Context: an optimization exercise on an open-source flow, tuned for small area, a short achievable clock period and few clock cycles. The choices shown serve that exercise and are no tape-out recipe.
RTL that was checked went through simulation tests only; none was proved equivalent to the original.
Only the layout flow was run in runs 1 and 2; the RTL was not checked for function there.
Power and IR drop assume default switching activity.

**config.mk**
```make
export PLATFORM = sky130hd
export DESIGN_NAME = process
export DESIGN_NICKNAME = process
export VERILOG_FILES = /design/flow/design.v
export SDC_FILE = /design/flow/constraint.sdc
export NUM_CORES = 4
export LEC_CHECK = 0
export ABC_CLOCK_PERIOD_IN_PS = 2500
export CAP_MARGIN = 20
export CORE_MARGIN = 2
export CORE_UTILIZATION = 40
export CTS_CLUSTER_DIAMETER = 120
export CTS_CLUSTER_SIZE = 25
export SETUP_SLACK_MARGIN = 5
export SLEW_MARGIN = 20
```
**design.v**
```verilog
`timescale 1ns / 1ps
module process(
  input clk,
  input rst,
  input [23:0] in_pix,
  output reg [5:0] row, col,
  output reg out_we,
  output reg [23:0] out_pix,
  output reg mirror_done,
  output reg gray_done,
  output reg filter_done
);
localparam integer K  = 4;             
localparam integer NS = 64 / K;        
localparam integer LS = 2 * K + 2;     
localparam [1:0] ST_MIR = 2'd0, ST_GRAY = 2'd1, ST_SHP = 2'd2, ST_DONE = 2'd3;
localparam [2:0] WS_PIX = 3'd0, WS_GRAY = 3'd1, WS_TOP = 3'd2, WS_LAST = 3'd3,
                 WS_LASTF = 3'd4, WS_S = 3'd5;
reg [1:0]  stage;
reg [11:0] cnt;       
reg [3:0]  slot;      
wire [11:0] inc = cnt + 1'b1;
wire [4:0]  strip_inc = cnt[11:7] + 1'b1;
wire [6:0]  sc = cnt[6:0];
wire [4:0]  strip = cnt[11:7];
wire        c64 = sc[6];
wire        c0 = (sc == 7'd0);
wire        s_first = (strip == 0);
wire        s_last = (strip == NS - 1);
wire        s_virt = (strip == NS);
reg [5:0] n_row, n_col;
reg       n_we;
reg [2:0] n_wsel;
reg       n_sr, n_virt, n_proc, n_swap, n_jk;
reg [1:0]  x_stage;
reg [11:0] x_cnt;
reg [3:0]  x_slot;
reg [1:0] hs, lo, cs;
wire [3:0] sm1 = strip[3:0] - 1'b1, sp1 = strip[3:0] + 1'b1;
always @* begin
  n_row = 0; n_col = 0; n_we = 0; n_wsel = WS_S;
  n_sr = 0; n_virt = 0; n_proc = 0; n_swap = 0; n_jk = 0;
  x_stage = stage; x_cnt = cnt; x_slot = slot;
  hs = 0; lo = 0; cs = 0;
  case (stage)
    ST_MIR: begin
      n_row = (slot == 4'd1) ? ~{1'b0, cnt[10:6]} : {1'b0, cnt[10:6]};
      n_col = cnt[5:0];
      n_we  = (slot != 4'd0);
      n_wsel = WS_PIX;
      if (slot == 4'd2) begin
        x_slot = 0;
        x_cnt = inc;
        if (cnt[10:0] == 11'h7ff) begin
          x_stage = ST_GRAY;
          x_cnt = 0;
        end
      end else
        x_slot = slot + 1'b1;
    end
    ST_GRAY: begin
      {n_row, n_col} = {cnt[10:0], slot[0]};
      n_we = slot[1];
      n_wsel = WS_GRAY;
      x_slot = slot + 1'b1;
      if (slot == 4'd3) begin
        x_slot = 0;
        x_cnt = inc;
        if (cnt[10:0] == 11'h7ff) begin
          x_stage = ST_SHP;
          x_cnt = 0;
        end
      end
    end
    ST_SHP: begin
      hs = 2'd0; lo = 2'd0; cs = 2'd0;
      case (slot[3:0])
        4'd0: begin                                    
          lo = 2'd1; n_sr = 1; n_virt = c64 || s_virt;
        end
        4'd1: begin                                    
          lo = 2'd3;
          n_wsel = (s_virt || (s_last && !c0)) ? WS_LASTF : WS_LAST;
          if (c0) begin hs = 2'd1; cs = 2'd3; n_we = !s_first; end
          else begin cs = 2'd2; n_we = (sc != 7'd1); end
        end
        4'd2: begin                                    
          n_sr = 1; n_virt = c64 || s_virt;
        end
        4'd3: begin                                    
          hs = 2'd1; lo = 2'd3; n_sr = 1; n_virt = c64 || s_first;
          n_proc = 1; n_swap = 1;
        end
        4'd4: begin                                    
          hs = 2'd1; lo = 2'd3; n_we = !s_first && !c64; n_wsel = WS_TOP;
        end
        4'd5: begin                                    
          lo = 2'd2; n_sr = 1; n_virt = c64; n_proc = 1;
        end
        4'd6: begin                                    
          cs = 2'd1; n_we = !c0;
        end
        4'd7: begin                                    
          lo = 2'd3; n_sr = 1; n_virt = c64; n_proc = 1; n_jk = 1;
        end
        4'd8: begin                                    
          lo = 2'd1; cs = 2'd1; n_we = !c0;
        end
        4'd9: begin                                    
          hs = 2'd2; n_sr = 1; n_virt = c64 || s_last; n_proc = 1;
        end
        default: begin                                 
          lo = 2'd2; cs = 2'd1; n_we = !c0;
        end
      endcase
      n_row = {(hs == 2'd1) ? sm1 : (hs == 2'd2) ? sp1 : strip[3:0], lo};
      n_col = (cs == 2'd0) ? sc[5:0] : (cs == 2'd1) ? sc[5:0] - 1'b1 :
              (cs == 2'd2) ? sc[5:0] - 2'd2 : 6'd63;
      if (s_virt && slot == 4'd1) begin
        x_stage = ST_DONE;
      end else if (slot == LS) begin
        x_slot = 0;
        x_cnt = c64 ? {strip_inc, 7'd0} : inc;
      end else
        x_slot = slot + 1'b1;
    end
    default: ;
  endcase
end
reg t0_sr, t0_virt, t0_proc, t0_swap, t0_jk, t0_c0;
reg t1_sr, t1_virt, t1_proc, t1_swap, t1_jk, t1_c0;
reg t2_proc;
always @(posedge clk) begin
  if (rst) begin
    stage <= ST_MIR;
    cnt <= 0;
    slot <= 4'd1;                    
    row <= 0; col <= 0; out_we <= 0;
    mirror_done <= 0; gray_done <= 0; filter_done <= 0;
  end else begin
    stage <= x_stage; cnt <= x_cnt; slot <= x_slot;
    row <= n_row; col <= n_col; out_we <= n_we;
    mirror_done <= (stage != ST_MIR);
    gray_done <= stage[1];
    filter_done <= (stage == ST_DONE);
  end
end
always @(posedge clk) begin
  t0_sr <= n_sr; t0_virt <= n_virt; t0_proc <= n_proc;
  t0_swap <= n_swap; t0_jk <= n_jk; t0_c0 <= c0;
  t1_sr <= t0_sr; t1_virt <= t0_virt; t1_proc <= t0_proc;
  t1_swap <= t0_swap; t1_jk <= t0_jk; t1_c0 <= t0_c0;
  t2_proc <= t1_proc;
end
reg  [23:0] cap;
wire [7:0] ir = in_pix[23:16];
wire [7:0] cr = cap[23:16], cg = cap[15:8], cb = cap[7:0];
wire rg = cr >= cg, rb = cr >= cb, gb = cg >= cb;
wire [8:0] s_rg = cr + cg, s_rb = cr + cb, s_gb = cg + cb;
wire       med_r = rg ^ rb, med_g = !med_r && (rg == gb), med_b = !med_r && (rg != gb);
wire [8:0] gsum = ({9{med_r}} & s_gb) | ({9{med_g}} & s_rb) | ({9{med_b}} & s_rg);
wire [7:0] gval = gsum[8:1];
reg  [7:0]  gu, gm;               
reg  [7:0]  gl_cur, gl_prev;      
reg  [9:0]  vr;                   
reg  [12:0] tr;                   
reg  [9:0]  ra [0:K-1];           
reg  [9:0]  rv [0:K-1];           
wire [7:0]  gnew = t1_virt ? 8'd0 : cap[15:8];
wire [9:0]  vsum = gu + gm + gnew;
wire [9:0]  vold = t1_c0 ? 10'd0 : rv[0];
wire [12:0] tval = {2'b00, gm, 3'b000} + {4'b0000, gm, 1'b0} - {3'b000, vold};
wire [12:0] anew = tr - {3'b000, vr};
wire [9:0]  asat = anew[12] ? 10'd0 : (|anew[11:10] ? 10'd1023 : anew[9:0]);
wire [10:0] sraw = {1'b0, ra[0]} - {1'b0, vr};
wire [7:0]  sclamp = sraw[10] ? 8'd0 : (|sraw[9:8] ? 8'd255 : sraw[7:0]);
integer e;
always @(posedge clk) begin
  cap <= in_pix;
  vr <= vsum;
  tr <= tval;
  if (t1_sr) begin
    gu <= gm;
    gm <= t1_swap ? gu : gnew;
  end
  if (t1_sr && t1_jk) begin
    gl_prev <= gl_cur;
    gl_cur <= gnew;
  end
  if (t2_proc) begin
    for (e = 0; e < K - 1; e = e + 1) begin
      ra[e] <= ra[e + 1];
      rv[e] <= rv[e + 1];
    end
    ra[K - 1] <= asat;
    rv[K - 1] <= vr;
  end
  case (n_wsel)
    WS_PIX:   out_pix <= in_pix;
    WS_GRAY:  out_pix <= {8'd0, gval, 8'd0};
    WS_TOP:   out_pix <= {8'd0, ir, 8'd0};
    WS_LAST:  out_pix <= {sclamp, gl_prev, 8'd0};
    WS_LASTF: out_pix <= {8'd0, sclamp, 8'd0};
    default:  out_pix <= {8'd0, sclamp, 8'd0};
  endcase
end
endmodule
```
**constraint.sdc**
```tcl
create_clock -name core_clock -period 8.0 [get_ports {clk}]
set_input_delay 1.6000 -clock core_clock [delete_from_list [all_inputs] [get_ports {clk}]]
set_output_delay 1.6000 -clock core_clock [all_outputs]
set_load 0.01 [all_outputs]
```
**run.sh**
```bash
#!/bin/bash
# synth_recipe.tcl (not shown) runs the flow's synth.tcl, then flattens the netlist and writes it again
# the make line also repeats each setting of config.mk as NAME=value (left out here)
make -C /OpenROAD-flow-scripts/flow DESIGN_CONFIG=/design/flow/config.mk WORK_HOME=/design/flow/orfs CLKGATE_MAP_FILE= SYNTH_SCRIPT=/design/flow/synth_recipe.tcl finish
```
==> summary.md, run 1 <==
| Metric | Value |
|---|---|
| Mapped Area | ~0.012 mm^2 |
| Warnings from Yosys | 3 |
| Area fraction of the dominant cell type after synthesis | between 20% and 30% |
| Setup TNS Final | 0 ns |
| Slew headroom | between 30 and 40% |
| Area growth syn-to-layout | 12.5% |
| Hold crit path type | reg -> reg |
| Post-Syn Instances | ~1.1k |
| RSZ-0062 raised after global routing | no |
| Worst path top cell family by delay | buffers and inverters |
| H-Tree Level Count | 1 |
| CP max stage cell | clkdlybuf4s50_1 |
| Synth area leader | edfxtp_1 |
| Pwr dens | 187 mW/mm^2 |
| Prevailing post-synth register cell | dfxtp_1 |
| LEAKAGE | ~5.4 nW |
| Placed wire-length estimate | 19.5 mm |
| Crit path DAT | approximately 1.3 ns |
| GRT Util Overall | 16.8% |
| Ys async rst share | 0% |
| CP max FO | 1 |
| DIE HEIGHT | between 150 and 200 um |
| Wire length of the first global-routing pass | 42.2 mm |
| Residual DRC count | 0 |
| Min Hold Slack | 0.331 ns |
| Critical path required time | about 6.4 ns |
| Initial antenna violation count | 0 |
| Layout fillers | about 2.8k |
| Worst path max stage delay | around 0.53 ns |
| # IOs | 66 |
| Final setup viols | 0 |
| Avg Cell Area, Syn | roughly 10 um^2 |
| DR vias | 8,348 |
| Clock root cell | clkbuf_16 |
| Top Usage Layer GRT | met2 |
| Register area share after synthesis | between 40% and 50% |
| Final Cell Area | around 0.013 mm^2 |
| Max rail drop VDD | ~0.098 mV |
| Max Cap Viol | 0 |
| Clk latency of the worst-skew pair | ~0.48 ns |
| Tmin final | between 2 and 3 ns |
| CTS buffer count | 13 |
| Max-slew violations | 0 |
| CTS tree | yes |
| Crit-path cells | clkdlybuf4s50_1 |
| Critical path capture point type | output pin |
| First drt pass iteration count | 9 |
| Final ANT Viol Nets | 0 |
| Yosys reg bits | between 200 and 250 |
| Unique masters post-synth | 75 |
| Die width | 177 um |
| Final period util | roughly 37% |
| Layout net count | 1,344 |
| Met1 usage | around a quarter |
| Met3 global-route usage | between 2 and 2.5% |
| CORE AREA | 0.0296 mm^2 |
| Row cnt | 63 |
| Largest net degree at the start of global routing | 81 |
| Drt initial violations | 671 |
| Max clock buf depth | 3 |
| # port buffers | 65 |
| Status | finished clean |
| Synth top area cells | edfxtp_1 28%, dfxtp_1 20%, ha_1 12% |
| CP startpoint kind | register |
| Hold-fix buffers, CTS | 0 |
| WL/cell | roughly 17 um |
| Least-Margin Pin Slew | around 1.0 ns |
| Met2 GRT Util | a little over a quarter |
| Overflow after GRT | 0 |
| Bufs and invs on worst path | 1 |
| Number of global-route vias before repair | 7,814 |
| Die ar. | ~0.031 mm^2 |
| Share of layout cells above drive strength 1 | under 10% |
| WL final | 26.5 mm |
| Critical path class | reg -> out |
| Clock Sinks | 230 |
| Fmax | between 300 and 400 MHz |
| Initial Utilization | about two fifths |
| Diodes inserted | 0 |
| Via density | around 5.3 |
| Clock Skew | about 0.020 ns |
| Post-synth EDFFs | between 100 and 150 |
| Clock transition at the registers of the reported paths | ~0.10 ns |
| RD Place Congestion | ~0.87 |
| Tot Pwr | 2.52 mW |
| Post-Syn Nets | approximately 1.3k |
| Post-DP Area | around 0.013 mm^2 |
| Final Hold Fails | 0 |
| Commonest cells after routing, fill and taps aside | 112 x dfxtp_1, 112 x edfxtp_1, 110 x ha_1 |
cell type report:
class | count | area (um^2) | share of cell area [%]
clock buffers | 18 | 344 | 2.56
well taps | 390 | 488 | 3.63
flip-flops and latches | 230 | 5740 | 42.6
multi-input cells | 773 | 5780 | 43.0
clock inverters | 3 | 28.8 | 0.214
repair buffers | 69 | 697 | 5.18
inverters | 100 | 375 | 2.79
power by group:
group	leakage, nW	switching [mW]	total (mW)	internal [mW]
combinational	3.24	0.293	0.524	0.231
clock	0.179	0.383	0.694	0.310
sequential	1.99	0.0320	1.30	1.27
total	5.41	0.709	2.52	1.81
state kept, by name (all words and copies together) (netlist names), 2 cells and up:
name	cells
cap	24
cnt	12
col	6
gl_cur	8
gl_prev	8
gm	8
gu	8
out_pix	24
ra	40
row	6
rv	40
slot	4
stage	2
tr	13
vr	10
timing repair:
item	CTS	global route
resized for setup	7	31
cloned	0	1
endpoints found under the setup margin	7	45
setup buffers	0	1
pin swaps	0	3
cells in the mapped netlist, types with 7 or more instances:
library cell  count
dfxtp_1         118
edfxtp_1        112
ha_1            110
inv_1           100
nor2_1           91
a21oi_1          85
nand2_1          66
o21ai_0          45
xnor2_1          31
clkbuf_1         29
fa_1             21
nand3_1          21
nor2b_1          20
xor2_1           17
nand2b_1         16
nor3_1           16
mux2i_1          15
a21o_1           14
and2_1           14
o21ai_1          12
o21bai_1         12
a22oi_1          11
a222oi_1         10
and3_1            9
buf_2             9
o22ai_1           9
o31ai_1           9
a211oi_1          8
o211ai_1          7
o21a_1            7
path summary, 6_finish.rpt:
path | cells after the start | slack, ns | end | startpoint
setup reg to reg | 11 | 5.12 | ra[3][7]$_SDFFCE_PP0P_ | vr[2]$_DFF_P_
hold reg to reg | 0 | 0.33 | t2_proc$_DFF_P_ | t1_proc$_DFF_P_
hold / removal | 0 | 0.33 | t2_proc$_DFF_P_ | t1_proc$_DFF_P_
setup / recovery | 1 | 5.06 | out_pix[6] | out_pix[6]$_DFF_P_
cell families after synthesis:
group | after synthesis | share of synthesized area, %
AND/OR/NAND/NOR | 292 | 11.9
adder cells (fa/ha/maj) | 131 | 15.0
flip-flops | 230 | 47.9
XOR/XNOR | 49 | 3.65
buffers and inverters | 141 | 4.62
AO/OA/AOI/OAI | 283 | 15.4
multiplexers | 17 | 1.44
layer usage:
layer / part of all wire, % / vias to the layer above
li1: - / 4137
met1: 48 / 3986
met2: 45 / 196
met3: 4.4 / 29
met4: 1.9 / 0
met5: 0 / -
metrics by stage:
step	worst slack [ns]	instances	utilization [%]
after global routing	5.00	1583	45.5
after detailed placement	4.68	1560	43.8
after global placement	4.74	1560	43.8
after CTS	4.99	1581	45.0
final	5.06	1583	45.5
after floorplan	5.41	1143	-
==> inputs of run 2 (changes only) <==
==> flow/run.sh (new file) <==
#!/bin/bash
set -euo pipefail
bash standard.sh SETUP_SLACK_MARGIN=5.35 MATCH_CELL_FOOTPRINT=0 finish > standard_flow.log 2>&1
==> standard.sh (new file) <==
#!/bin/bash
# synth_recipe.tcl (not shown) runs the flow's synth.tcl, then flattens the netlist and writes it again
# the make line also repeats each setting of config.mk as NAME=value (left out here)
make -C /OpenROAD-flow-scripts/flow DESIGN_CONFIG=/design/flow/config.mk WORK_HOME=/design/flow/orfs CLKGATE_MAP_FILE= SYNTH_SCRIPT=/design/flow/synth_recipe.tcl "${@:-finish}"
--- a/config.mk
+++ b/config.mk
@@ -12,4 +12,3 @@
 export CTS_CLUSTER_DIAMETER = 120
 export CTS_CLUSTER_SIZE = 25
-export SETUP_SLACK_MARGIN = 5
 export SLEW_MARGIN = 20
removed: run.sh
==> run 2 against run 1 <==
First-iteration DRC count is 7.0% lower. Cell count rose by 2.1%. Largest cell class unchanged. Via count grew 2.1%. Clock power about the same. Fmax up 9.9%. Sequential share of layout area shrank 2.2 points. Flip-flop and latch count unchanged. Critical path type is now reg -> reg. Highest routed layer unchanged.
==> summary.md, run 2 <==
| Metric | Value |
|---|---|
| Status | finished clean |
| Area fraction of the dominant cell type after synthesis | 28.1% (unchanged) |
| DIE HEIGHT | 177 um (unchanged) |
| Residual DRC count | 0 (unchanged) |
| CTS buffer count | 13 (unchanged) |
| Hold crit path type | reg -> reg |
| DR vias | 8,520 (+2.1%) |
| Initial Utilization | 40.4% (unchanged) |
| Warnings from Yosys | 3 (unchanged) |
| Post-synth EDFFs | 112 (unchanged) |
| Xor/xnor cell area share of the yosys netlist | 3.65% (unchanged) |
| Max-slew violations | 0 (unchanged) |
| Layout net count | 1,377 (+2.5%) |
| Crit. Startpoint | vr[2]$_DFF_P_ |
| # IOs | 66 (unchanged) |
| Slew headroom | 30.6% (-0.65 points) |
| Unique masters post-synth | 75 (unchanged) |
| Wire length of the first global-routing pass | 43.2 mm (+2.3%) |
| Post-Synth Simple-Gate Area | 11.9% (unchanged) |
| Final ANT Viol Nets | 0 (unchanged) |
| Drt initial violations | 624 (-7.0%) |
| Clock transition at the registers of the reported paths | 0.10 ns (about the same) |
| Max clock buf depth | 3 (unchanged) |
| Layout fillers | 2,709 (-3.0%) |
| Critical path capture point type | register |
| Die width | 177 um (unchanged) |
| Synth area leader | edfxtp_1 |
| Number of global-route vias before repair | 7,920 (+1.4%) |
| Crit path DAT | 2.89 ns (+1.55 ns) |
| Max rail drop VDD | 0.0974 mV (-0.62%) |
| Final Hold Fails | 0 (unchanged) |
| Ys async rst share | 0% (unchanged) |
| CP startpoint kind | register |
| Clock Skew | 0.0196 ns (-0.000294 ns) |
| Combinational family with the most area after synthesis | compound AO/OA/AOI/OAI gates |
| First drt pass iteration count | 5 (-4) |
| Row cnt | 63 (unchanged) |
| Overflow after GRT | 0 (unchanged) |
| Avg Cell Area, Syn | 10.5 um^2 (unchanged) |
| H-Tree Level Count | 1 (unchanged) |
| Hold-fix buffers, CTS | 0 (unchanged) |
| Critical path required time | 8.22 ns (+1.82 ns) |
| Post-Syn Instances | 1,143 (unchanged) |
| RSZ-0062 raised after global routing | yes |
| Largest net degree at the start of global routing | 81 (unchanged) |
| GRT Util Overall | 17.3% (+0.46 points) |
| Top cells by count, synth | 118 x dfxtp_1, 112 x edfxtp_1, 110 x ha_1 |
| Tmin final | 2.68 ns (-0.265 ns) |
| Pwr dens | 184 mW/mm^2 (-1.9%) |
| RD Place Congestion | 0.869 (unchanged) |
| Layout Utilization | 48.2% (+2.7 points) |
| Top Usage Layer GRT | met2 |
| Cell with the most instances after synthesis | dfxtp_1 |
| WL/cell | 17.0 um (+1.8%) |
| Diodes inserted | 0 (unchanged) |
| FF-to-FF Start | vr[2]$_DFF_P_ |
| Post-Syn Nets | 1,300 (unchanged) |
| Commonest cells after routing, fill and taps aside | 112 x edfxtp_1, 98 x dfxtp_1, 95 x ha_1 |
| Setup TNS Final | 0 ns (unchanged) |
| CORE AREA | 0.0296 mm^2 (unchanged) |
| Prevailing post-synth register cell | dfxtp_1 |
| Critical path class | reg -> reg |
| Adder-cell share of the synthesized area | 15.0% (unchanged) |
| Met1 usage | 24.4% (+0.69 points) |
| Register area share after synthesis | 47.9% (unchanged) |
| Placed wire-length estimate | 19.5 mm (unchanged) |
| WL final | 27.5 mm (+4.0%) |
| Final period util | 33.4% (-3.3 points) |
| Mux share of post-synthesis cell area | 1.44% (unchanged) |
| Via density | 5.27 (about the same) |
| Least-Margin Pin Slew | 1.04 ns (+0.00974 ns) |
| Met3 global-route usage | 2.47% (+0.043 points) |
| # port buffers | 65 (unchanged) |
| Clk latency of the worst-skew pair | 0.48 ns (about the same) |
| Share of layout cells above drive strength 1 | 14.2% (+9.5 points) |
| Final setup viols | 0 (unchanged) |
| R2R Setup Slk | 5.32 ns (+0.20 ns) |
| Compound-Gate Fraction of Synth Area | 15.4% (unchanged) |
| Clock root cell | clkbuf_16 |
| CP max FO | 5 (+4) |
| Fmax | 374 MHz (+9.9%) |
| Clock Sinks | 230 (unchanged) |
| CTS tree | yes |
| Initial antenna violation count | 0 (unchanged) |
| Largest regs | ra (40), rv (40) |
| Max Cap Viol | 0 (unchanged) |
| Synth top area cells | edfxtp_1 28%, dfxtp_1 20%, ha_1 12% |
| Min-delay src | t1_proc$_DFF_P_ |
| Most common cell after layout, fill and taps aside | edfxtp_1 |
| Met2 GRT Util | 28.3% (+0.91 points) |
| Yosys reg bits | 230 (unchanged) |
| Mapped Area | 0.0120 mm^2 (unchanged) |
| Area growth syn-to-layout | 19.3% |
| Die ar. | 0.0313 mm^2 (unchanged) |
| LEAKAGE | 5.97 nW (+10%) |
-- run 2: cell counts after synthesis --
No cell type changed its count.
-- run 2: critical path, cell delays in order, from the launching register on --
cell,delay [ns]
dfxtp_2,0.36
inv_4,0.05
ha_4,0.24
nor2b_1,0.15
o31a_1,0.30
o31a_1,0.26
o31a_1,0.28
o21ai_2,0.18
nand3b_1,0.11
buf_6,0.16
xnor2_4,0.26
a21oi_2,0.07
-- run 2: through the flow --
step	instances	worst slack (ns)	instance area, um^2	total power, mW	hold WS [ns]
CTS	1599	4.99	13800	2.59	0.332
detailed placement	1560	4.68	12900	1.83	0.312
floorplan	1143	5.41	12000	1.69	0.310
global route	1616	5.21	14300	2.76	0.335
global placement	1560	4.74	12900	1.83	0.311
finish	1616	5.32	14300	2.62	0.331
-- run 2: power breakdown --
group          switching (mW)  leakage [nW]  total, mW  internal [mW]
combinational           0.332          3.80      0.620          0.288
clock                   0.386         0.179      0.697          0.310
sequential             0.0340          1.99       1.30           1.27
-- run 2: kinds of logic (layout without fill, tap and decap cells) --
kind of cell,count (synthesis),in the layout
AOI/OAI and AO/OA,283,283
xor gates and xnor gates,49,50
adders and majority gates,131,131
buffers and inverters,141,222
DFF,230,230
muxes,17,17
and+or+nand+nor,292,293
-- run 2: cell type report --
| type | count | area (um^2) | area share [%] |
|---|---|---|---|
| Clock buffer | 18 | 344 | 2.41 |
| Clock inverter | 3 | 28.8 | 0.202 |
| Inverter | 100 | 380 | 2.67 |
| Multi-Input combinational cell | 774 | 6210 | 43.5 |
| Sequential cell | 230 | 5770 | 40.4 |
| Tap cell | 390 | 488 | 3.42 |
| Timing Repair Buffer | 101 | 1040 | 7.30 |
-- run 2: what timing repair did --
item	in CTS	in global routing
buffers inserted	16	17
pin swaps	16	28
cloned	2	0
endpoints found under the setup margin	95	47
gates resized for setup	110	77
-- run 2: path summary, 6_finish.rpt --
check | to | depth (start not counted)
max | ra[3][8]$_SDFFCE_PP0P_ | 11
min | t2_proc$_DFF_P_ | 0
max reg2reg | ra[3][8]$_SDFFCE_PP0P_ | 11
min reg2reg | t2_proc$_DFF_P_ | 0
-- run 2: routing by layer --
layer	up-vias	part of all wire, %
met5	-	0
met4	0	1.6
met3	21	4.5
met2	186	46
met1	4101	47
li1	4212	-
==> inputs of run 3 (changes only) <==
--- a/design.v
+++ b/design.v
@@ -18,12 +18,11 @@
                  WS_LASTF = 3'd4, WS_S = 3'd5;
 reg [1:0]  stage;
-reg [11:0] cnt;       
+reg [10:0] cnt;       
 reg [3:0]  slot;      
-wire [11:0] inc = cnt + 1'b1;
-wire [4:0]  strip_inc = cnt[11:7] + 1'b1;
-wire [6:0]  sc = cnt[6:0];
-wire [4:0]  strip = cnt[11:7];
-wire        c64 = sc[6];
-wire        c0 = (sc == 7'd0);
+wire [10:0] inc = cnt + 1'b1;
+wire [5:0]  sc = cnt[5:0];
+wire [4:0]  strip = cnt[10:6];
+wire        c0 = (sc == 6'd0);
+wire        clt2 = (sc[5:1] == 5'd0);
 wire        s_first = (strip == 0);
 wire        s_last = (strip == NS - 1);
@@ -34,5 +33,5 @@
 reg       n_sr, n_virt, n_proc, n_swap, n_jk;
 reg [1:0]  x_stage;
-reg [11:0] x_cnt;
+reg [10:0] x_cnt;
 reg [3:0]  x_slot;
 reg [1:0] hs, lo, cs;
@@ -52,5 +51,5 @@
         x_slot = 0;
         x_cnt = inc;
-        if (cnt[10:0] == 11'h7ff) begin
+        if (cnt == 11'h7ff) begin
           x_stage = ST_GRAY;
           x_cnt = 0;
@@ -67,5 +66,5 @@
         x_slot = 0;
         x_cnt = inc;
-        if (cnt[10:0] == 11'h7ff) begin
+        if (cnt == 11'h7ff) begin
           x_stage = ST_SHP;
           x_cnt = 0;
@@ -77,49 +76,52 @@
       case (slot[3:0])
         4'd0: begin                                    
-          lo = 2'd1; n_sr = 1; n_virt = c64 || s_virt;
+          lo = 2'd1; n_sr = 1; n_virt = s_virt;
         end
         4'd1: begin                                    
-          lo = 2'd3;
-          n_wsel = (s_virt || (s_last && !c0)) ? WS_LASTF : WS_LAST;
-          if (c0) begin hs = 2'd1; cs = 2'd3; n_we = !s_first; end
-          else begin cs = 2'd2; n_we = (sc != 7'd1); end
+          lo = 2'd3; cs = 2'd2;
+          if (clt2) begin
+            hs = 2'd1; n_we = !s_first;
+            n_wsel = s_virt ? WS_LASTF : WS_LAST;
+          end else begin
+            n_we = 1;
+            n_wsel = s_last ? WS_LASTF : WS_LAST;
+          end
         end
         4'd2: begin                                    
-          n_sr = 1; n_virt = c64 || s_virt;
+          n_sr = 1; n_virt = s_virt;
         end
         4'd3: begin                                    
-          hs = 2'd1; lo = 2'd3; n_sr = 1; n_virt = c64 || s_first;
+          hs = 2'd1; lo = 2'd3; n_sr = 1; n_virt = s_first || s_virt;
           n_proc = 1; n_swap = 1;
         end
         4'd4: begin                                    
-          hs = 2'd1; lo = 2'd3; n_we = !s_first && !c64; n_wsel = WS_TOP;
+          hs = 2'd1; lo = 2'd3; n_we = !s_first && !s_virt; n_wsel = WS_TOP;
         end
         4'd5: begin                                    
-          lo = 2'd2; n_sr = 1; n_virt = c64; n_proc = 1;
+          lo = 2'd2; n_sr = 1; n_virt = s_virt; n_proc = 1;
         end
         4'd6: begin                                    
-          cs = 2'd1; n_we = !c0;
+          hs = {1'b0, c0}; cs = 2'd1; n_we = !(c0 && s_first);
         end
         4'd7: begin                                    
-          lo = 2'd3; n_sr = 1; n_virt = c64; n_proc = 1; n_jk = 1;
+          lo = 2'd3; n_sr = 1; n_virt = s_virt; n_proc = 1; n_jk = 1;
         end
         4'd8: begin                                    
-          lo = 2'd1; cs = 2'd1; n_we = !c0;
+          hs = {1'b0, c0}; lo = 2'd1; cs = 2'd1; n_we = !(c0 && s_first);
         end
         4'd9: begin                                    
-          hs = 2'd2; n_sr = 1; n_virt = c64 || s_last; n_proc = 1;
+          hs = 2'd2; n_sr = 1; n_virt = s_last || s_virt; n_proc = 1;
         end
         default: begin                                 
-          lo = 2'd2; cs = 2'd1; n_we = !c0;
+          hs = {1'b0, c0}; lo = 2'd2; cs = 2'd1; n_we = !(c0 && s_first);
         end
       endcase
       n_row = {(hs == 2'd1) ? sm1 : (hs == 2'd2) ? sp1 : strip[3:0], lo};
-      n_col = (cs == 2'd0) ? sc[5:0] : (cs == 2'd1) ? sc[5:0] - 1'b1 :
-              (cs == 2'd2) ? sc[5:0] - 2'd2 : 6'd63;
-      if (s_virt && slot == 4'd1) begin
+      n_col = (cs == 2'd0) ? sc : (cs == 2'd1) ? sc - 1'b1 : sc - 2'd2;
+      if (s_virt && sc == 6'd1 && slot == 4'd1) begin
         x_stage = ST_DONE;
       end else if (slot == LS) begin
         x_slot = 0;
-        x_cnt = c64 ? {strip_inc, 7'd0} : inc;
+        x_cnt = inc;
       end else
         x_slot = slot + 1'b1;
@@ -130,5 +132,5 @@
 reg t0_sr, t0_virt, t0_proc, t0_swap, t0_jk, t0_c0;
 reg t1_sr, t1_virt, t1_proc, t1_swap, t1_jk, t1_c0;
-reg t2_proc;
+reg t2_proc, t2_c0;
 always @(posedge clk) begin
   if (rst) begin
@@ -152,4 +154,5 @@
   t1_swap <= t0_swap; t1_jk <= t0_jk; t1_c0 <= t0_c0;
   t2_proc <= t1_proc;
+  t2_c0 <= t1_c0;
 end
 reg  [23:0] cap;
@@ -173,5 +176,5 @@
 wire [12:0] anew = tr - {3'b000, vr};
 wire [9:0]  asat = anew[12] ? 10'd0 : (|anew[11:10] ? 10'd1023 : anew[9:0]);
-wire [10:0] sraw = {1'b0, ra[0]} - {1'b0, vr};
+wire [10:0] sraw = {1'b0, ra[0]} - (t2_c0 ? 11'd0 : {1'b0, vr});
 wire [7:0]  sclamp = sraw[10] ? 8'd0 : (|sraw[9:8] ? 8'd255 : sraw[7:0]);
 integer e;
==> run.sh (new file) <==
#!/bin/bash
# synth_recipe.tcl (not shown) runs the flow's synth.tcl, then flattens the netlist and writes it again
# the make line also repeats each setting of config.mk as NAME=value (left out here)
make -C /OpenROAD-flow-scripts/flow DESIGN_CONFIG=/design/flow/config.mk WORK_HOME=/design/flow/orfs CLKGATE_MAP_FILE= SYNTH_SCRIPT=/design/flow/synth_recipe.tcl finish
--- a/config.mk
+++ b/config.mk
@@ -6,5 +6,5 @@
 export NUM_CORES = 4
 export LEC_CHECK = 0
-export ABC_CLOCK_PERIOD_IN_PS = 2500
+export ABC_AREA = 1
 export CAP_MARGIN = 20
 export CORE_MARGIN = 2
@@ -12,3 +12,4 @@
 export CTS_CLUSTER_DIAMETER = 120
 export CTS_CLUSTER_SIZE = 25
+export SETUP_SLACK_MARGIN = 5
 export SLEW_MARGIN = 20
removed: flow/run.sh
removed: standard.sh
==> run 3 against run 2 <==
Synthesized cell count increased by 21%. Area after synthesis grew 3.0%. Die area rose by 2.9%. Still clean. Critical endpoint is now out_pix[15]. Total power down 3.5%. Routed wire length is 2.2% lower.
==> summary.md, run 3 <==
| Metric | Value |
|---|---|
| Min-Delay Path Depth | 0 (unchanged) |
| Crit-path cells | clkdlybuf4s50_1 |
| Final ANT Viol Nets | 0 (unchanged) |
| Avg Cell Area, Syn | 8.92 um^2 (-15%) |
| Synth area leader | edfxtp_1 |
| Cell with the most instances after synthesis | nand2_1 |
| Top cells by count, synth | 265 x nand2_1, 208 x inv_1, 118 x dfxtp_1 |
| CP startpoint kind | register |
| Final period util | 37.1% (+3.7 points) |
| Pwr dens | 184 mW/mm^2 (about the same) |
| WHS Endpoint | t2_proc$_DFF_P_ |
| CTS buffer count | 13 (unchanged) |
| Layout fillers | 2,978 (+9.9%) |
| FF-to-FF path depth | 12 (+1) |
| RD Place Congestion | 0.884 (+1.8%) |
| First drt pass iteration count | 5 (unchanged) |
| Most common cell after layout, fill and taps aside | nand2_1 |
| GRT Util Overall | 16.8% (-0.49 points) |
| Layout Utilization | 45.3% (-3.0 points) |
| CP max stage cell | clkdlybuf4s50_1 |
| Commonest cells after routing, fill and taps aside | 264 x nand2_1, 208 x inv_1, 116 x dfxtp_1 |
| Register area share after synthesis | 46.5% (-1.4 points) |
| Largest regs | ra (40), rv (40) |
| Final Hold Fails | 0 (unchanged) |
| Final std cells w/o fill | 1,843 (+14%) |
| Unique masters post-synth | 49 (-35%) |
| Clock root cell | clkbuf_16 |
| Initial Utilization | 40.5% (about the same) |
| CTS tree | yes |
| Worst path max stage delay | 0.54 ns (+0.18 ns) |
| Placed wire-length estimate | 20.5 mm (+5.2%) |
| Max Cap Viol | 0 (unchanged) |
| Status | finished clean |
| Row cnt | 64 (+1.6%) |
| Max rail drop VDD | 0.117 mV (+20%) |
| Post-synth EDFFs | 112 (unchanged) |
| Critical path required time | 6.40 ns (-1.82 ns) |
| Number of global-route vias before repair | 8,698 (+9.8%) |
| Initial antenna violation count | 0 (unchanged) |
| Critical path capture point type | output pin |
| R2R Setup Slk | 5.22 ns (-0.10 ns) |
| Bufs and invs on worst path | 1 (-1) |
| Via density | 4.93 (-6.5%) |
| Die ar. | 0.0322 mm^2 (+2.9%) |
| Hold crit path type | reg -> reg |
| Largest net degree at the start of global routing | 81 (unchanged) |
| CORE AREA | 0.0304 mm^2 (+2.9%) |
| Die width | 179 um (+1.5%) |
| Clock Skew | 0.0217 ns (+0.00205 ns) |
| Residual DRC count | 0 (unchanged) |
| Max-slew violations | 0 (unchanged) |
| DIE HEIGHT | 179 um (+1.5%) |
| Ys async rst share | 0% (unchanged) |
| Tmin final | 2.97 ns (+0.296 ns) |
| WL/cell | 14.6 um (-14%) |
| Prevailing post-synth register cell | dfxtp_1 |
| Setup TNS Final | 0 ns (unchanged) |
| Min-delay src | t1_proc$_DFF_P_ |
| RR Endpoint | vr[8]$_DFF_P_ |
| LEAKAGE | 6.10 nW (+2.3%) |
| Dpl cells | 1,823 (+17%) |
| Worst path top cell family by delay | buffers and inverters |
| Max clock buf depth | 3 (unchanged) |
| H-Tree Level Count | 1 (unchanged) |
| Synth top area cells | edfxtp_1 27%, dfxtp_1 19%, ha_1 11% |
| Warnings from Yosys | 3 (unchanged) |
| WL final | 26.9 mm (-2.2%) |
| Final setup viols | 0 (unchanged) |
| DR vias | 9,088 (+6.7%) |
| Register Area | 0.00573 mm^2 (-0.61%) |
| Post-Syn Instances | 1,380 (+21%) |
| Layout net count | 1,598 (+16%) |
| Clk latency of the worst-skew pair | 0.49 ns (about the same) |
| Overflow after GRT | 0 (unchanged) |
| Wire length of the first global-routing pass | 44.7 mm (+3.6%) |
| Area growth syn-to-layout | 11.9% |
| Crit path DAT | 1.37 ns (-1.52 ns) |
| Diodes inserted | 0 (unchanged) |
| Hold-fix buffers, CTS | 0 (unchanged) |
| Area fraction of the dominant cell type after synthesis | 27.3% (-0.82 points) |
| Critical path class | reg -> out |
| Clock transition at the registers of the reported paths | 0.10 ns (about the same) |
| Slew headroom | 32.7% (+2.1 points) |
| Area taken by multi-input logic gates | 0.00566 mm^2 (-8.9%) |
| Yosys reg bits | 230 (unchanged) |
| Clock Sinks | 230 (unchanged) |
| Drt initial violations | 603 (-3.4%) |
| # IOs | 66 (unchanged) |
| Least-Margin Pin Slew | 1.01 ns (-0.0316 ns) |
| Share of layout cells above drive strength 1 | 4.28% (-9.9 points) |
| # port buffers | 65 (unchanged) |
| Fmax | 336 MHz (-10%) |
| Mapped Area | 0.0123 mm^2 (+3.0%) |
| RSZ-0062 raised after global routing | no |
| FF-to-FF Start | cap[11]$_DFF_P_ |
| Post-Syn Nets | 1,536 (+18%) |
| CP max FO | 1 (-4) |
## run 3: cell types whose count changed after synthesis, sizes merged, moves of 19 or more
cell | before | now
nand2 | 66 | 273
inv | 100 | 220
xor2 | 17 | 38
nand3 | 21 | 102
nor2b | 20 | 0
nor2 | 94 | 115
clkbuf | 29 | 9
xnor2 | 32 | 13
## run 3: layout make-up
| class | count | area share [%] |
|---|---|---|
| clock inverter | 3 | 0.363 |
| inverter | 224 | 6.12 |
| sequential | 230 | 41.6 |
| timing repair buffer | 65 | 4.77 |
| tap | 396 | 3.60 |
| clock buffer | 17 | 2.47 |
| multi-input combinational | 908 | 41.1 |
## run 3: metrics by stage
step | cell area (um^2) | total power, mW | worst slack [ns] | hold slack, ns
2_1_floorplan | 12300 | 1.69 | 5.45 | 0.310
3_3_place_gp | 13400 | 1.83 | 4.87 | 0.312
3_5_place_dp | 13400 | 1.83 | 4.82 | 0.315
4_1_cts | 13800 | 2.56 | 4.98 | 0.338
5_1_grt | 13800 | 2.68 | 5.00 | 0.341
6_report | 13800 | 2.53 | 5.03 | 0.333
## run 3: layer usage
| layer | routed length [um] | up-vias | track usage [%] |
|---|---|---|---|
| li1 | - | 4640 | - |
| met2 | 11900 | 211 | 26.8 |
| met1 | 13200 | 4209 | 24.6 |
| met3 | 1410 | 28 | 1.97 |
| met4 | 398 | 0 | 3.41 |
| met5 | 0 | - | 0 |
## run 3: how the worst max path moves through the flow
stage	start	end	slack (ns)	cells after the start
finish	out_pix[15]$_DFF_P_	out_pix[15]	5.03	1
global route	col[3]$_SDFF_PP0_	col[3]	5.00	1
CTS	col[4]$_SDFF_PP0_	col[4]	4.98	1
detailed placement	rst	col[3]$_SDFF_PP0_	4.82	4
global placement	rst	row[1]$_SDFF_PP0_	4.87	4
floorplan	rst	row[0]$_SDFF_PP0_	5.45	5
## run 3: logic make-up after synthesis
kind of cell	Yosys count	share of synthesized area, %
AND/OR/NAND/NOR	539	19.1
adder cells (fa/ha/maj)	130	14.5
AO/OA/AOI/OAI	188	8.64
buffers and inverters	242	7.58
flip-flops	230	46.5
XOR/XNOR	51	3.63
## run 3: worst reg2reg max path, cell delays in order, from the launching register on
cell,delay (ns)
dfxtp_1,0.44
inv_1,0.12
nor2_1,0.23
fa_1,0.46
ha_1,0.36
a21oi_1,0.16
nand2_1,0.10
a21o_1,0.17
a21oi_1,0.19
nor2_1,0.06
o21ai_0,0.15
nand2_1,0.08
xor2_1,0.14
## run 3: report_power, final
group	total (mW)	internal [mW]	leakage, nW	switching (mW)
clock	0.728	0.340	0.188	0.388
sequential	1.31	1.27	1.99	0.0343
combinational	0.497	0.193	3.93	0.303
total	2.53	1.80	6.10	0.725
## run 3: repair_timing
action | in CTS | in global routing
resized for setup | 6 | 8
endpoints found under the setup margin | 6 | 14
setup buffers | 0 | 0
endpoints found under the hold margin | 0 | 0
Testbench counts of run 3, summed over its fixed seeds: cycles 307,356.
==> inputs of run 4 (changes only) <==
--- a/config.mk
+++ b/config.mk
@@ -6,5 +6,5 @@
 export NUM_CORES = 4
 export LEC_CHECK = 0
-export ABC_AREA = 1
+export ABC_CLOCK_PERIOD_IN_PS = 2500
 export CAP_MARGIN = 20
 export CORE_MARGIN = 2
==> run 4 against run 3 <==
Cell count decreased by 17%. Clock power hardly changed. Total power fell by 3.2%. Flip-flop and latch count is the same. Core utilization grew 0.90 points. Still clean on timing, DRC and antenna. Setup slack improved by 0.013 ns. Sequential share of layout area is 1.5 points higher. Critical path type unchanged. First-iteration DRC count is 6.3% higher. Count of clock-buffer cells in the layout increased by 2. Combinational power is 15% lower. Register-to-register slack got worse by 0.05 ns. Synthesized cell count decreased by 21%.
==> summary.md, run 4 <==
| Metric | Value |
|---|---|
| Top cells by count, synth | 118 x dfxtp_1, 112 x edfxtp_1, 109 x ha_1 |
| Layout net count | 1,303 (-18%) |
| Tot Pwr | 2.45 mW (-3.2%) |
| Critical path required time | 6.40 ns (about the same) |
| FF-to-FF Start | vr[3]$_DFF_P_ |
| Prevailing post-synth register cell | dfxtp_1 |
| Commonest cells after routing, fill and taps aside | 113 x dfxtp_1, 112 x edfxtp_1, 106 x ha_1 |
| Cell with the most instances after synthesis | dfxtp_1 |
| Final Hold Fails | 0 (unchanged) |
| CP max FO | 1 (unchanged) |
| GRT Util Overall | 16.8% (about the same) |
| Wire length of the first global-routing pass | 41.4 mm (-7.5%) |
| Residual DRC count | 0 (unchanged) |
| Clock transition at the registers of the reported paths | 0.11 ns (about the same) |
| Via density | 5.15 (+4.5%) |
| Die width | 175 um (-2.2%) |
| Most common cell after layout, fill and taps aside | dfxtp_1 |
| Area taken by multi-input logic gates | 0.00562 mm^2 (-0.58%) |
| First drt pass iteration count | 6 (+1) |
| Min Hold Slack | 0.326 ns (-0.00682 ns) |
| Crit-path cells | clkdlybuf4s50_1 |
| Mux share of post-synthesis cell area | 0.426% (+0.43 points) |
| RSZ-0062 raised after global routing | yes |
| Worst path depth | 1 (unchanged) |
| Max rail drop VDD | 0.143 mV (+22%) |
| Post-synth EDFFs | 112 (unchanged) |
| Max-slew violations | 0 (unchanged) |
| WL/cell | 16.8 um (+15%) |
| Compound-Gate Fraction of Synth Area | 14.3% (+5.6 points) |
| Setup TNS Final | 0 ns (unchanged) |
| Clock root cell | clkbuf_16 |
| Status | finished clean |
| Layout fillers | 2,732 (-8.3%) |
| Final period util | 37.0% (-0.17 points) |
| Mapped Area | 0.0118 mm^2 (-4.5%) |
| Adder-cell share of the synthesized area | 15.2% (+0.68 points) |
| Max Cap Viol | 0 (unchanged) |
| Area growth syn-to-layout | 13.3% |
| WL final | 25.8 mm (-4.4%) |
| Initial Utilization | 40.8% (+0.30 points) |
| Number of global-route vias before repair | 7,733 (-11%) |
| Xor/xnor cell area share of the yosys netlist | 4.77% (+1.1 points) |
| Worst path max stage delay | 0.53 ns (about the same) |
| Overflow after GRT | 0 (unchanged) |
| Pwr dens | 184 mW/mm^2 (+0.10%) |
| Initial antenna violation count | 0 (unchanged) |
| FF-to-FF path depth | 12 (unchanged) |
| Min-Delay Path Depth | 0 (unchanged) |
| Yosys reg bits | 230 (unchanged) |
| Largest net degree at the start of global routing | 81 (unchanged) |
| Row cnt | 62 (-3.1%) |
| Ys async rst share | 0% (unchanged) |
| Least-Margin Pin Slew | 1.01 ns (+0.00350 ns) |
| Die ar. | 0.0308 mm^2 (-4.4%) |
| Fmax | 338 MHz (+0.45%) |
| Dpl cells | 1,511 (-17%) |
| WHS Endpoint | t1_c0$_DFF_P_ |
| RD Place Congestion | 0.910 (+3.0%) |
| Critical path class | reg -> out |
| Synth top area cells | edfxtp_1 29%, dfxtp_1 20%, ha_1 12% |
| H-Tree Level Count | 1 (unchanged) |
| DR vias | 7,923 (-13%) |
| Worst path top cell family by delay | buffers and inverters |
| Diodes inserted | 0 (unchanged) |
| R2R Setup Slk | 5.17 ns (-0.05 ns) |
| Post-Syn Nets | 1,246 (-19%) |
| Crit path DAT | 1.36 ns (about the same) |
| Register Area | 0.00574 mm^2 (+0.11%) |
| DIE HEIGHT | 175 um (-2.2%) |
| LEAKAGE | 5.27 nW (-14%) |
| Post-Syn Instances | 1,090 (-21%) |
| Hold-fix buffers, CTS | 0 (unchanged) |
| CTS buffer count | 13 (unchanged) |
| Share of layout cells above drive strength 1 | 5.46% (+1.2 points) |
| CTS tree | yes |
| Warnings from Yosys | 3 (unchanged) |
| Final std cells w/o fill | 1,537 (-17%) |
| Max clock buf depth | 3 (unchanged) |
| Bufs and invs on worst path | 1 (unchanged) |
| Area fraction of the dominant cell type after synthesis | 28.6% (+1.3 points) |
| Final ANT Viol Nets | 0 (unchanged) |
| CP max stage cell | clkdlybuf4s50_1 |
| # port buffers | 65 (unchanged) |
| Drt initial violations | 641 (+6.3%) |
| Largest regs | ra (40), rv (40) |
| Register area share after synthesis | 48.7% (+2.2 points) |
| RR Endpoint | out_pix[9]$_DFF_P_ |
| Clk latency of the worst-skew pair | 0.49 ns (about the same) |
| # IOs | 66 (unchanged) |
| Post-DP Area | 0.0128 mm^2 (-4.4%) |
| Layout Utilization | 46.2% (+0.90 points) |
| Slew headroom | 32.5% (-0.23 points) |
| Post-Synth Simple-Gate Area | 12.4% (-6.7 points) |
| Unique masters post-synth | 70 (+43%) |
| Final setup viols | 0 (unchanged) |
| Setup ws final | 5.04 ns (+0.0133 ns) |
| Combinational family with the most area after synthesis | adder cells |
| CORE AREA | 0.0289 mm^2 (-5.2%) |
| Clock Sinks | 230 (unchanged) |
| CP startpoint kind | register |
| Avg Cell Area, Syn | 10.8 um^2 (+21%) |
| Min-delay src | t0_c0$_DFF_P_ |
| Placed wire-length estimate | 19.1 mm (-7.0%) |
| Tmin final | 2.96 ns (-0.0133 ns) |
| DP Worst Slack | 4.93 ns (+0.111 ns) |
| Clock Skew | 0.0326 ns (+0.0109 ns) |
| Synth area leader | edfxtp_1 |
| Hold crit path type | reg -> reg |
| Final Cell Area | 0.0133 mm^2 (-3.3%) |
| Critical path capture point type | output pin |
==> run 4: worst max path at each step <==
stage	from	endpoint	slack [ns]
after floorplan	t1_c0$_DFF_P_	tr[11]$_DFF_P_	5.38
after global placement	rst	col[4]$_SDFF_PP0_	4.97
after detailed placement	rst	col[4]$_SDFF_PP0_	4.93
after CTS	vr[0]$_DFF_P_	ra[3][9]$_SDFFCE_PP0P_	5.00
after global routing	t1_c0$_DFF_P_	tr[11]$_DFF_P_	4.94
final	out_pix[19]$_DFF_P_	out_pix[19]	5.04
==> run 4: timing repair <==
item / 4_1_cts / 5_1_grt
resized for setup: 5 / 24
endpoints found under the setup margin: 14 / 40
buffers inserted: 2 / 3
pin swaps: 1 / 3
==> run 4: cells by family (layout without fill, tap and decap cells) <==
family	Yosys count	after routing
buffers and inverters	128	191
AOI/OAI and AO/OA	247	247
and+or+nand+nor	286	286
xor gates and xnor gates	64	64
adders and majority gates	130	130
DFF	230	230
muxes	5	5
==> run 4: layer usage <==
| layer | track usage [%] | share of wire (%) |
|---|---|---|
| met1 | 23.6 | 48 |
| met2 | 27.6 | 46 |
| met3 | 2.34 | 4.1 |
| met4 | 3.55 | 1.8 |
| met5 | 0 | 0 |
==> run 4: cell type report <==
cell class / instances / share of cell area, %
tap: 384 / 3.61
multi-input combinational: 732 / 42.2
clock buffer: 19 / 2.61
clock inverter: 2 / 0.348
inverter: 98 / 2.76
timing repair buffer: 72 / 5.40
sequential: 230 / 43.1
==> run 4: where the power goes <==
group | internal [mW] | total, mW | switching (mW)
sequential | 1.26 | 1.30 | 0.0344
combinational | 0.196 | 0.424 | 0.228
clock | 0.344 | 0.727 | 0.383
==> inputs of run 5 (changes only) <==
==> flow/run.sh (new file) <==
#!/bin/bash
set -euo pipefail
bash standard.sh SETUP_SLACK_MARGIN=5.3 MATCH_CELL_FOOTPRINT=0 finish > standard_flow.log 2>&1
==> standard.sh (new file) <==
#!/bin/bash
# synth_recipe.tcl (not shown) runs the flow's synth.tcl, then flattens the netlist and writes it again
# the make line also repeats each setting of config.mk as NAME=value (left out here)
make -C /OpenROAD-flow-scripts/flow DESIGN_CONFIG=/design/flow/config.mk WORK_HOME=/design/flow/orfs CLKGATE_MAP_FILE= SYNTH_SCRIPT=/design/flow/synth_recipe.tcl "${@:-finish}"
--- a/config.mk
+++ b/config.mk
@@ -12,4 +12,3 @@
 export CTS_CLUSTER_DIAMETER = 120
 export CTS_CLUSTER_SIZE = 25
-export SETUP_SLACK_MARGIN = 5
 export SLEW_MARGIN = 20
removed: run.sh
==> run 5 against run 4 <==
Highest routed layer unchanged. Count of clock-buffer cells in the layout did not move. Clock skew is 0.0055 ns lower. Largest power group unchanged. Largest cell class is now multi-input combinational cells. Still clean. Cell count grew 1.6%. Via count up 2.5%. Synthesized cell count did not move. Core utilization grew 2.3 points. Fmax increased by 10%. First-iteration DRC count increased by 1.7%.
==> summary.md, run 5 <==
| Metric | Value |
|---|---|
| Hold-fix buffers, CTS | 0 (unchanged) |
| Setup TNS Final | 0 ns (unchanged) |
| Fmax | 373 MHz (+10%) |
| Number of global-route vias before repair | 7,838 (+1.4%) |
| Post-Syn Nets | 1,246 (unchanged) |
| CTS buffer count | 13 (unchanged) |
| # port buffers | 65 (unchanged) |
| Ys async rst share | 0% (unchanged) |
| RSZ-0062 raised after global routing | yes |
| Critical path required time | 8.40 ns (+2.00 ns) |
| Layout net count | 1,328 (+1.9%) |
| First drt pass iteration count | 5 (-1) |
| Synth top area cells | edfxtp_1 29%, dfxtp_1 20%, ha_1 12% |
| Hold crit path type | reg -> reg |
| Wire length of the first global-routing pass | 42.1 mm (+1.7%) |
| Unique masters post-synth | 70 (unchanged) |
| Placed wire-length estimate | 19.1 mm (unchanged) |
| Clock Skew | 0.0271 ns (-0.00550 ns) |
| GRT Util Overall | 17.1% (+0.31 points) |
| Max rail drop VDD | 0.142 mV (-0.55%) |
| Critical path class | reg -> reg |
| Critical path capture point type | register |
| Residual DRC count | 0 (unchanged) |
| Die ar. | 0.0308 mm^2 (unchanged) |
| Top cells by count, synth | 118 x dfxtp_1, 112 x edfxtp_1, 109 x ha_1 |
| Final period util | 33.5% (-3.4 points) |
| Layout Utilization | 48.4% (+2.3 points) |
| Prevailing post-synth register cell | dfxtp_1 |
| DR vias | 8,120 (+2.5%) |
| CP max stage cell | dfxtp_2 |
| Least-Margin Pin Slew | 1.03 ns (+0.0172 ns) |
| Max Cap Viol | 0 (unchanged) |
| Clock Sinks | 230 (unchanged) |
| Drt initial violations | 652 (+1.7%) |
| Cell with the most instances after synthesis | dfxtp_1 |
| Warnings from Yosys | 3 (unchanged) |
| Yosys reg bits | 230 (unchanged) |
| LEAKAGE | 5.88 nW (+12%) |
| H-Tree Level Count | 1 (unchanged) |
| Mapped Area | 0.0118 mm^2 (unchanged) |
| Final ANT Viol Nets | 0 (unchanged) |
| Die width | 175 um (unchanged) |
| Register area share after synthesis | 48.7% (unchanged) |
| CTS tree | yes |
| Pwr dens | 178 mW/mm^2 (-3.0%) |
| Share of layout cells above drive strength 1 | 13.5% (+8.0 points) |
| Status | finished clean |
| RD Place Congestion | 0.910 (unchanged) |
| Avg Cell Area, Syn | 10.8 um^2 (unchanged) |
| Crit path DAT | 3.08 ns (+1.72 ns) |
| Tmin final | 2.68 ns (-0.276 ns) |
| Crit-path cells | nand2b_1 > ha_2 > o21ai_2 > a21oi_4 > o31a_1 > buf_4 > o2111ai_1 > o221ai_2 > a21boi_2 > buf_6 > o21ai_1 > a211oi_1 |
| Clock transition at the registers of the reported paths | 0.11 ns (about the same) |
| Worst path max stage delay | 0.41 ns (-0.12 ns) |
| Largest net degree at the start of global routing | 81 (unchanged) |
| WL/cell | 17.2 um (+2.4%) |
| Final Hold Fails | 0 (unchanged) |
| Tot Pwr | 2.49 mW (+1.8%) |
| Clk latency of the worst-skew pair | 0.48 ns (about the same) |
| Row cnt | 62 (unchanged) |
| Post-Syn Instances | 1,090 (unchanged) |
| Via density | 5.20 (+0.85%) |
| Area growth syn-to-layout | 18.8% |
| Commonest cells after routing, fill and taps aside | 112 x edfxtp_1, 101 x dfxtp_1, 98 x ha_1 |
| CP startpoint kind | register |
| Initial Utilization | 40.8% (unchanged) |
| Initial antenna violation count | 0 (unchanged) |
| # IOs | 66 (unchanged) |
| Min Hold Slack | 0.328 ns (+0.00188 ns) |
| R2R Setup Slk | 5.32 ns (+0.15 ns) |
| WL final | 26.8 mm (+4.0%) |
| DIE HEIGHT | 175 um (unchanged) |
| Diodes inserted | 0 (unchanged) |
| Clock root cell | clkbuf_16 |
| CP max FO | 10 (+9) |
| Largest regs | ra (40), rv (40) |
| Area fraction of the dominant cell type after synthesis | 28.6% (unchanged) |
| Most common cell after layout, fill and taps aside | edfxtp_1 |
| Final setup viols | 0 (unchanged) |
| Layout fillers | 2,658 (-2.7%) |
| Synth area leader | edfxtp_1 |
| Post-synth EDFFs | 112 (unchanged) |
| Slew headroom | 31.3% (-1.1 points) |
| Max clock buf depth | 3 (unchanged) |
| CORE AREA | 0.0289 mm^2 (unchanged) |
| Overflow after GRT | 0 (unchanged) |
| Max-slew violations | 0 (unchanged) |
-- run 5: through the flow --
stage	cells	instance area (um^2)	worst slack (ns)
floorplan	1090	11800	5.38
global placement	1511	12800	4.97
global route	1562	14000	5.21
finish	1562	14000	5.32
detailed placement	1511	12800	4.93
CTS	1544	13500	5.29
-- run 5: cell families (layout without fill, tap and decap cells) --
family | after synthesis | after routing | synth area share [%]
simple gates | 286 | 286 | 12.4
compound gates | 247 | 248 | 14.3
flops | 230 | 230 | 48.7
xor+xnor | 64 | 65 | 4.77
mux | 5 | 5 | 0.426
fa+ha+maj | 130 | 130 | 15.2
buf+inv | 128 | 214 | 4.28
-- run 5: worst paths after layout --
check,depth (start not counted),from,endpoint
hold / removal,0,t0_c0$_DFF_P_,t1_c0$_DFF_P_
hold reg to reg,0,t0_c0$_DFF_P_,t1_c0$_DFF_P_
setup / recovery,12,t2_c0$_DFF_P_,out_pix[12]$_DFF_P_
setup reg to reg,12,t2_c0$_DFF_P_,out_pix[12]$_DFF_P_
-- run 5: layout make-up --
| cell class | count | area, um^2 | area share (%) |
|---|---|---|---|
| Clock buffer | 19 | 348 | 2.49 |
| Clock inverter | 2 | 46.3 | 0.331 |
| Inverter | 98 | 372 | 2.66 |
| Multi-Input combinational cell | 734 | 5990 | 42.9 |
| Sequential cell | 230 | 5760 | 41.2 |
| Tap cell | 384 | 480 | 3.44 |
| Timing Repair Buffer | 95 | 983 | 7.04 |
-- run 5: critical path, delay by kind of cell (launching register included) --
kind | cells | cell delay (ns)
buffers and inverters | 2 | 0.34
AO/OA/AOI/OAI | 8 | 1.41
flip-flops | 1 | 0.41
adder cells (fa/ha/maj) | 1 | 0.31
AND/OR/NAND/NOR | 1 | 0.13
-- run 5: repair_timing --
action | CTS | global route
setup buffers | 11 | 17
setup endpoints to repair | 79 | 41
resized for setup | 80 | 88
pin swaps | 13 | 47
cloned | 1 | 1
-- run 5: metal layers --
metal  GRT usage [%]  routed length [um]
met5               0                   0
met1            24.0               12600
met3            2.29                1150
met2            28.2               12600
met4            3.68                 537
-- run 5: power by group --
part           total, mW  switching (mW)  internal, mW
clock network      0.729           0.385         0.344
logic              0.465           0.250         0.215
registers           1.30          0.0348          1.26
total               2.49           0.670          1.82
==> inputs of run 6 (changes only) <==
==> flow/run.sh (replaced) <==
#!/bin/bash
set -euo pipefail
bash standard.sh SETUP_SLACK_MARGIN=5.45 MATCH_CELL_FOOTPRINT=0 finish > standard_flow.log 2>&1
==> run 6 against run 5 <==
Still clean. Core utilization rose by 0.49 points. Via count rose by 0.50%. Setup slack improved by 0.0086 ns. Flip-flop and latch count unchanged. Critical path depth increased by 1. Die area unchanged. Cell count increased by 1.1%. Sequential power about the same. Combinational power rose by 4%. First-iteration DRC count decreased by 13%.
==> summary.md, run 6 <==
| Metric | Value |
|---|---|
| Post-DP Area | 0.0128 mm^2 (about the same) |
| Number of global-route vias before repair | 7,943 (+1.3%) |
| Cell with the most instances after synthesis | dfxtp_1 |
| Ys async rst share | 0% (unchanged) |
| Dpl cells | 1,511 (unchanged) |
| Largest net degree at the start of global routing | 81 (unchanged) |
| Warnings from Yosys | 3 (unchanged) |
| Max-slew violations | 0 (unchanged) |
| Hold crit path type | reg -> reg |
| Least-Margin Pin Slew | 1.03 ns (+0.00258 ns) |
| CTS buffer count | 13 (unchanged) |
| Status | finished clean |
| Worst path max stage delay | 0.38 ns (-0.03 ns) |
| Pwr dens | 176 mW/mm^2 (-1.4%) |
| CP max stage cell | dfxtp_4 |
| Register area share after synthesis | 48.7% (unchanged) |
| Clock root cell | clkbuf_16 |
| Avg Cell Area, Syn | 10.8 um^2 (unchanged) |
| Area growth syn-to-layout | 20.1% |
| Final period util | 33.4% (-0.11 points) |
| Fmax | 374 MHz (+0.32%) |
| Commonest cells after routing, fill and taps aside | 112 x edfxtp_1, 93 x ha_1, 90 x inv_1 |
| CP max FO | 6 (-4) |
| Unique masters post-synth | 70 (unchanged) |
| Most common cell after layout, fill and taps aside | edfxtp_1 |
| Placed wire-length estimate | 18.7 mm (-2.2%) |
| CP startpoint kind | register |
| Combinational family with the most area after synthesis | adder cells |
| Tmin final | 2.67 ns (-0.00855 ns) |
| Via density | 5.17 (-0.58%) |
| Mapped Area | 0.0118 mm^2 (unchanged) |
| Initial antenna violation count | 0 (unchanged) |
| Post-synth EDFFs | 112 (unchanged) |
| Die width | 175 um (unchanged) |
| Wire length of the first global-routing pass | 42.2 mm (+0.34%) |
| Top cells by count, synth | 118 x dfxtp_1, 112 x edfxtp_1, 109 x ha_1 |
| Final ANT Viol Nets | 0 (unchanged) |
| Setup TNS Final | 0 ns (unchanged) |
| H-Tree Level Count | 1 (unchanged) |
| Synth top area cells | edfxtp_1 29%, dfxtp_1 20%, ha_1 12% |
| Mux share of post-synthesis cell area | 0.426% (unchanged) |
| Yosys reg bits | 230 (unchanged) |
| First drt pass iteration count | 6 (+1) |
| WL/cell | 16.7 um (-2.4%) |
| DIE HEIGHT | 175 um (unchanged) |
| Row cnt | 62 (unchanged) |
| Layout net count | 1,345 (+1.3%) |
| Clk latency of the worst-skew pair | 0.49 ns (about the same) |
| Final Cell Area | 0.0141 mm^2 (+1.0%) |
| RD Place Congestion | 0.885 (-2.8%) |
| Clock Sinks | 230 (unchanged) |
| Residual DRC count | 0 (unchanged) |
| Adder-cell share of the synthesized area | 15.2% (unchanged) |
| DR vias | 8,161 (+0.50%) |
| Final Hold Fails | 0 (unchanged) |
| RSZ-0062 raised after global routing | yes |
| Xor/xnor cell area share of the yosys netlist | 4.77% (unchanged) |
| Synth area leader | edfxtp_1 |
| Share of layout cells above drive strength 1 | 21.1% (+7.6 points) |
| GRT Util Overall | 17.1% (about the same) |
| Post-Syn Nets | 1,246 (unchanged) |
| CTS tree | yes |
| Overflow after GRT | 0 (unchanged) |
| Min-Delay Path Depth | 0 (unchanged) |
| Most used cell, CP | nor2b_4 |
| Max clock buf depth | 3 (unchanged) |
| Die ar. | 0.0308 mm^2 (unchanged) |
| # port buffers | 65 (unchanged) |
| FF-to-FF path depth | 13 (+1) |
| WL final | 26.4 mm (-1.4%) |
| CORE AREA | 0.0289 mm^2 (unchanged) |
| Post-Syn Instances | 1,090 (unchanged) |
| Crit-path cells | nor2b_4 > ha_4 > fa_2 > nand2b_4 > a21oi_4 > o31a_1 > buf_4 > and4_1 > a21oi_2 > a21boi_4 > buf_8 > nor2b_4 > o211ai_1 |
| Critical path capture point type | register |
| # IOs | 66 (unchanged) |
| Post-Synth Simple-Gate Area | 12.4% (unchanged) |
| Max Cap Viol | 0 (unchanged) |
| Clock Skew | 0.0181 ns (-0.00904 ns) |
| Area fraction of the dominant cell type after synthesis | 28.6% (unchanged) |
| Drt initial violations | 567 (-13%) |
| Compound-Gate Fraction of Synth Area | 14.3% (unchanged) |
| Max rail drop VDD | 0.117 mV (-18%) |
| Clock transition at the registers of the reported paths | 0.10 ns (about the same) |
| Slew headroom | 31.2% (-0.17 points) |
| Diodes inserted | 0 (unchanged) |
| Prevailing post-synth register cell | dfxtp_1 |
| Critical path required time | 8.35 ns (-0.05 ns) |
| Critical path class | reg -> reg |
| Largest regs | ra (40), rv (40) |
| LEAKAGE | 5.59 nW (-4.9%) |
| Crit path DAT | 3.03 ns (-0.05 ns) |
| Final setup viols | 0 (unchanged) |
| Layout fillers | 2,626 (-1.2%) |
| Initial Utilization | 40.8% (unchanged) |
| Final std cells w/o fill | 1,579 (+1.1%) |
run 6: metal layers:
metal	track usage, %	part of all wire, %	vias up
li1	-	-	4035
met1	23.4	46	3941
met2	28.1	47	156
met3	2.73	4.9	29
met4	4.72	2.1	0
met5	0	0	-
run 6: what timing repair did:
action / in CTS / in global routing
cloned: 1 / 0
pin swaps: 39 / 51
endpoints found under the setup margin: 90 / 84
endpoints found under the hold margin: 0 / 0
resized for setup: 220 / 100
setup buffers: 23 / 23
hold buffers: 0 / 0
run 6: per-stage QoR:
step                power (mW)  hold WS [ns]  setup WS, ns  util (%)
global route              2.61         0.336          5.23      48.9
global placement          1.73         0.312          4.96      44.3
CTS                       2.48         0.331          5.39      47.2
floorplan                 1.61         0.310          5.41         -
finish                    2.48         0.331          5.33      48.9
detailed placement        1.73         0.313          4.93      44.3
run 6: final cells by class:
class	count	area, um^2	area share [%]
clock inverter	2	23.8	0.168
sequential	230	5800	41.1
multi-input combinational	732	6040	42.8
tap	384	480	3.40
timing repair buffer	114	1050	7.47
inverter	98	372	2.63
clock buffer	19	348	2.46
run 6: logic make-up after synthesis:
group                      after synthesis
and+or+nand+nor                        286
AOI/OAI and AO/OA                      247
DFF                                    230
adders and majority gates              130
buffers and inverters                  128
xor gates and xnor gates                64
muxes                                    5
run 6: critical path: cells and delay by family (launching register included):
family                     cells  cell delay (ns)
buffers and inverters          2             0.32
DFF                            1             0.38
and+or+nand+nor                4             0.63
AOI/OAI and AO/OA              5             0.70
adders and majority gates      2             0.49
run 6: final timing paths:
kind,slack (ns),to,startpoint
max,5.33,out_pix[9]$_DFF_P_,vr[0]$_DFF_P_
min,0.33,t1_c0$_DFF_P_,t0_c0$_DFF_P_
max reg2reg,5.33,out_pix[9]$_DFF_P_,vr[0]$_DFF_P_
min reg2reg,0.33,t1_c0$_DFF_P_,t0_c0$_DFF_P_
run 6: report_power, final:
part           internal [mW]  switching (mW)
Clock                  0.312           0.386
Combinational          0.233           0.248
Sequential              1.27          0.0363
Total                   1.81           0.671

-- re-timing with driven ports --
In the flow no input, the clock included, has a driving cell. The finished layouts below were timed again as built, in two steps.
Step 1 assumes that a clkbuf_16 drives the clock port and a buf_2 every other input.
Step 2 adds t to the input delays and takes it off the output delays; t is the mean of the earliest and latest rising clock arrival at the registers after step 1. Input paths then give back, and output paths get back, about the clock's delay inside the block.
a / b / c = ideal / step 1 / step 2; a / b = the first two.
run | t (ns) | setup WS [ns] | worst setup path at the end | worst register clock-pin slew, ns
run 1 | 0.519 | 5.060 / 5.012 / 4.661 | input to register | 0.10 / 0.10
run 2 | 0.520 | 5.324 / 5.311 / 4.980 | input to register | 0.10 / 0.10
run 3 | 0.527 | 5.028 / 4.978 / 4.835 | input to register | 0.10 / 0.10
run 4 | 0.518 | 5.041 / 4.992 / 4.886 | input to register | 0.11 / 0.11
run 5 | 0.516 | 5.317 / 5.275 / 4.880 | input to register | 0.11 / 0.11
run 6 | 0.528 | 5.326 / 5.326 / 5.018 | input to register | 0.10 / 0.10
After both steps every run listed still meets setup and hold. The setup slack of run 5, which loses most, moves by -0.042 ns with the drivers and by -0.437 ns with both steps.
